This is an optimization exercise on Yosys and OpenROAD, whose aim is small area, not a production implementation. Only simulation tests tie the RTL to the original design; equivalence was not proved. No activity file was given, so power comes from the tool's default toggle rates.

Setup of job 5017:
## mkMAC
module mkMAC(CLK,
	     RST_N,
	     get_values_multiplicand1,
	     get_values_multiplicand2,
	     get_values_addend,
	     get_values_mode,
	     EN_get_values,
	     RDY_get_values,
	     mac_result,
	     RDY_mac_result);
clock: 9.0 ns
lec_check: 0
cap_margin: 20
core_margin: 2
core_utilization: 60
cts_buf_list: sky130_fd_sc_hd__clkbuf_4 sky130_fd_sc_hd__clkbuf_8
cts_cluster_diameter: 45
cts_cluster_size: 16
gpl_timing_driven: 0
setup_slack_margin: 0.1
slew_margin: 20
synth_hierarchical: 1
synth_minimum_keep_size: 0
standard.sh (not shown) runs the stock make flow with config.mk's settings and CLKGATE_MAP_FILE= SYNTH_SCRIPT=/design/flow/synth_recipe.tcl, a recipe that flattens the netlist after the stock synthesis.
==> flow/flow/run.sh <==
#!/bin/bash
# Layout flow: the standard ORFS flow, with the port buffers made from
# sky130_fd_sc_hd__buf_1 and the synthesis buffers removed before placement
# (the resizer rebuffers where needed).
set -euo pipefail
bash standard.sh 'BUFFER_PORTS_ARGS=-buffer_cell sky130_fd_sc_hd__buf_1' REMOVE_ABC_BUFFERS=1 finish > standard_flow.log 2>&1
Input-level comparison between job 446 and job 5017:
--- a/flow/config.mk
+++ b/flow/config.mk
@@ -9,5 +9,5 @@
 export CORE_MARGIN = 2
-export CORE_UTILIZATION = 60
+export CORE_UTILIZATION = 45
 export CTS_BUF_LIST = sky130_fd_sc_hd__clkbuf_4 sky130_fd_sc_hd__clkbuf_8
-export CTS_CLUSTER_DIAMETER = 45
+export CTS_CLUSTER_DIAMETER = 50
 export CTS_CLUSTER_SIZE = 16
==> notes.md <==
Job 5017 has a higher via count normalized by instance count than job 446. [compare] base=job 5017 new=job 446: share of the final layout cell area in sequential cells fell by 0.34 points; number of buffers inserted during clock tree synthesis fell by 3; total number of vias fell by 2.4%. In job 446, the area overhead of the layout relative to synthesis came out 1.9 points above the value in job 5017. On number of instances in the placed design: between job 446 and job 5017, it ends up lower for job 5017. Of job 446 and job 5017, the lower highest clock rate belongs to job 5017. Between job 446 and job 5017, it is job 446 whose final-layout clock buffer total is higher, by 1. Between job 446 and job 5017, the combinational group power does not differ in any meaningful way. The die of job 446 is larger than the one used in job 5017.
The following lists how job 8779 was set up differently from job 446:
--- a/flow/config.mk
+++ b/flow/config.mk
@@ -9,6 +9,6 @@
 export CORE_MARGIN = 2
-export CORE_UTILIZATION = 45
+export CORE_UTILIZATION = 40
 export CTS_BUF_LIST = sky130_fd_sc_hd__clkbuf_4 sky130_fd_sc_hd__clkbuf_8
-export CTS_CLUSTER_DIAMETER = 50
-export CTS_CLUSTER_SIZE = 16
+export CTS_CLUSTER_DIAMETER = 60
+export CTS_CLUSTER_SIZE = 18
 export GPL_TIMING_DRIVEN = 0
Notes after the runs:
- The higher starting density of the core of job 8779 and job 446 is in job 446.
- Sort job 8779 and job 446 by slew of the pin with the lowest slew margin, ascending, and job 8779 comes first.
- Across both runs, number of setup buffers added after CTS was higher for job 8779 than for job 446.
- There was hardly any difference in fraction of area in registers between job 446 and job 8779.
- Result for job 8779 and job 446: all clean
- Post-route clock skew delta (job 8779 − job 446): unfavourable
- Changes observed in job 8779 relative to job 446: cell area reported after detailed placement climbed about 0.9%; final setup violation count barely changed; net switching power dropped 0.000053 W.
Here is what was changed in the inputs of job 1295 compared with job 8779.
--- a/flow/config.mk
+++ b/flow/config.mk
@@ -9,6 +9,6 @@
 export CORE_MARGIN = 2
-export CORE_UTILIZATION = 40
+export CORE_UTILIZATION = 50
 export CTS_BUF_LIST = sky130_fd_sc_hd__clkbuf_4 sky130_fd_sc_hd__clkbuf_8
-export CTS_CLUSTER_DIAMETER = 60
-export CTS_CLUSTER_SIZE = 18
+export CTS_CLUSTER_DIAMETER = 50
+export CTS_CLUSTER_SIZE = 16
 export GPL_TIMING_DRIVEN = 0
Findings:
Job 1295 against job 8779; detailed route wirelength on metal3 is down by more than 10%.
Against job 8779, job 1295 comes in 2.6% lower on final total power.
Of job 8779 and job 1295, job 8779 shows the lower worst setup slack, with job 1295 above it.
Per the comparison of job 1295 with job 8779, achievable frequency shows an increase of 0.44%, fraction of cell area in non-clock buffers shrank by 0.93 points, register-to-register slack rose 150 ps.
After detailed routing, job 8779 needs more wire than job 1295.
Summary — global-route wire length before repair, job 1295 relative to job 8779: lower, by 3.6%.
Power dissipated in combinational cells in job 1295 vs job 8779: down about 4%

---

run A:
mkMAC, a different RTL version from the one above (not shown whole).
Size in the first run: ~3,500 cells after synthesis, ~330 flip-flops, about 330 I/O pins.
export LEC_CHECK = 0
export CAP_MARGIN = 20
export CORE_MARGIN = 2
export CORE_UTILIZATION = 40
export CTS_BUF_LIST = sky130_fd_sc_hd__clkbuf_4 sky130_fd_sc_hd__clkbuf_8
export CTS_CLUSTER_DIAMETER = 60
export CTS_CLUSTER_SIZE = 18
export GPL_TIMING_DRIVEN = 0
export SETUP_SLACK_MARGIN = 0.1
export SLEW_MARGIN = 20
export SYNTH_HIERARCHICAL = 1
export SYNTH_MINIMUM_KEEP_SIZE = 0
create_clock -name core_clock -period 9.0 [get_ports {CLK}]
==> flow/flow/run.sh <==
#!/bin/bash
# Layout flow: the standard ORFS flow, with the port buffers made from
# sky130_fd_sc_hd__buf_1 instead of the cell buffer_ports picks by default.
set -euo pipefail
bash standard.sh 'BUFFER_PORTS_ARGS=-buffer_cell sky130_fd_sc_hd__buf_1' finish > standard_flow.log 2>&1
Run A reached the final stage; the timing, design-rule and antenna checks on its layout passed.
Edits applied to the flow inputs when going from run A to run B:
==> flow/flow/run.sh <==
#!/bin/bash
# Layout flow: the standard ORFS flow, with the port buffers made from
# sky130_fd_sc_hd__buf_1 and the synthesis buffers removed before placement
# (the resizer rebuffers where needed).
set -euo pipefail
bash standard.sh 'BUFFER_PORTS_ARGS=-buffer_cell sky130_fd_sc_hd__buf_1' REMOVE_ABC_BUFFERS=1 finish > standard_flow.log 2>&1
Findings:
- Summary of run B over run A: area used by sequential logic in the layout flat, sequential share of layout area higher, routed wire length decreased by 7.0% relative to the old numbers, total power after layout went down 1.2%.
- Run B ended up with a higher count of clock-buffer cells in the layout than run A did.
- Going from run A to run B, cell-internal power moved down; share of the clock period used by the worst path level.

---

mkMAC with an RTL version that a note above also has.
Size in the first run: about 3500 cells after synthesis, ~330 flip-flops, about 330 I/O pins, ~0.037 sq mm of cells after synthesis.
clock: 9.0 ns
lec_check: 0
cap_margin: 20
core_margin: 2
core_utilization: 50
cts_buf_list: sky130_fd_sc_hd__clkbuf_4 sky130_fd_sc_hd__clkbuf_8
cts_cluster_diameter: 40
cts_cluster_size: 10
gpl_timing_driven: 0
setup_slack_margin: 0.1
slew_margin: 20
synth_hierarchical: 1
synth_minimum_keep_size: 0
==> flow/flow/run.sh <==
#!/bin/bash
# Layout flow: the standard ORFS flow, with the port buffers made from
# sky130_fd_sc_hd__buf_1 and the synthesis buffers removed before placement
# (the resizer rebuffers where needed).
set -euo pipefail
bash standard.sh 'BUFFER_PORTS_ARGS=-buffer_cell sky130_fd_sc_hd__buf_1' REMOVE_ABC_BUFFERS=1 finish > standard_flow.log 2>&1
The baseline passed the timing, design-rule and antenna checks.
Next try:
- CTS_BUF_LIST: sky130_fd_sc_hd__clkbuf_4 sky130_fd_sc_hd__clkbuf_8 -> sky130_fd_sc_hd__clkbuf_2 sky130_fd_sc_hd__clkbuf_4 sky130_fd_sc_hd__clkbuf_8
- CTS_CLUSTER_SIZE: 10 -> 12
- The new run went through all stages and came out clean
- wire length stays flat
- critical path depth is lower by 1
- via count is about the same
Next try:
- CTS_BUF_LIST: sky130_fd_sc_hd__clkbuf_2 sky130_fd_sc_hd__clkbuf_4 sky130_fd_sc_hd__clkbuf_8 -> sky130_fd_sc_hd__clkbuf_4 sky130_fd_sc_hd__clkbuf_8
- CTS_CLUSTER_DIAMETER: 40 -> 50
- CTS_CLUSTER_SIZE: 12 -> 16
- SETUP_SLACK_MARGIN: 0.1 -> 0.05
Synthesized area does not change.
Worst setup slack gets worse by 0.17 ns.
Register-to-register slack got worse by 0.11 ns.
Sequential cell count does not change.
Die area does not change.
Synthesized cell count does not change.
Design area drops by about 1.4%.

==> re-timing with driven ports <==
No port has a modelled driver above. Below, the same layouts with a new extraction and two added sets of constraints. Step 1 assumes that a clkbuf_16 drives the clock port and a buf_2 every other input. Step 2 also shifts input and output timing later by t, the mid clock arrival at the registers, as if the neighbouring blocks saw the same clock. Three values: ideal, step 1, step 2; two values: the first two.
run	t, ns	setup WS [ns]	hold slack, ns	worst setup path at the end	pins driven straight from the clock port
job 5017	0.790	0.211 / 0.251 / -0.539	0.523 / 0.523 / 0.523	input to register	1
job 446	0.790	0.245 / 0.284 / -0.506	0.521 / 0.521 / 0.521	input to register	1
job 8779	0.772	0.189 / 0.189 / -0.492	0.520 / 0.520 / 0.520	input to register	1
job 1295	0.793	0.228 / 0.221 / -0.572	0.504 / 0.504 / 0.504	input to register	1
run A	0.796	0.291 / 0.266 / -0.530	0.530 / 0.530 / 0.530	input to register	1
run B	0.765	0.297 / 0.267 / -0.498	0.611 / 0.611 / 0.611	input to register	1
the first run of note 3	0.744	0.222 / 0.191 / -0.553	0.502 / 0.502 / 0.502	input to register	1
the second run of note 3	0.745	0.340 / 0.324 / -0.421	0.502 / 0.502 / 0.502	input to register	1
the third run of note 3	0.794	0.175 / 0.219 / -0.575	0.504 / 0.504 / 0.504	input to register	1
With both steps, setup timing fails in every run listed, where it was met with ideal ports. For run A, which loses most, drivers alone change the setup slack by -0.025 ns; drivers and shift together by -0.821 ns.
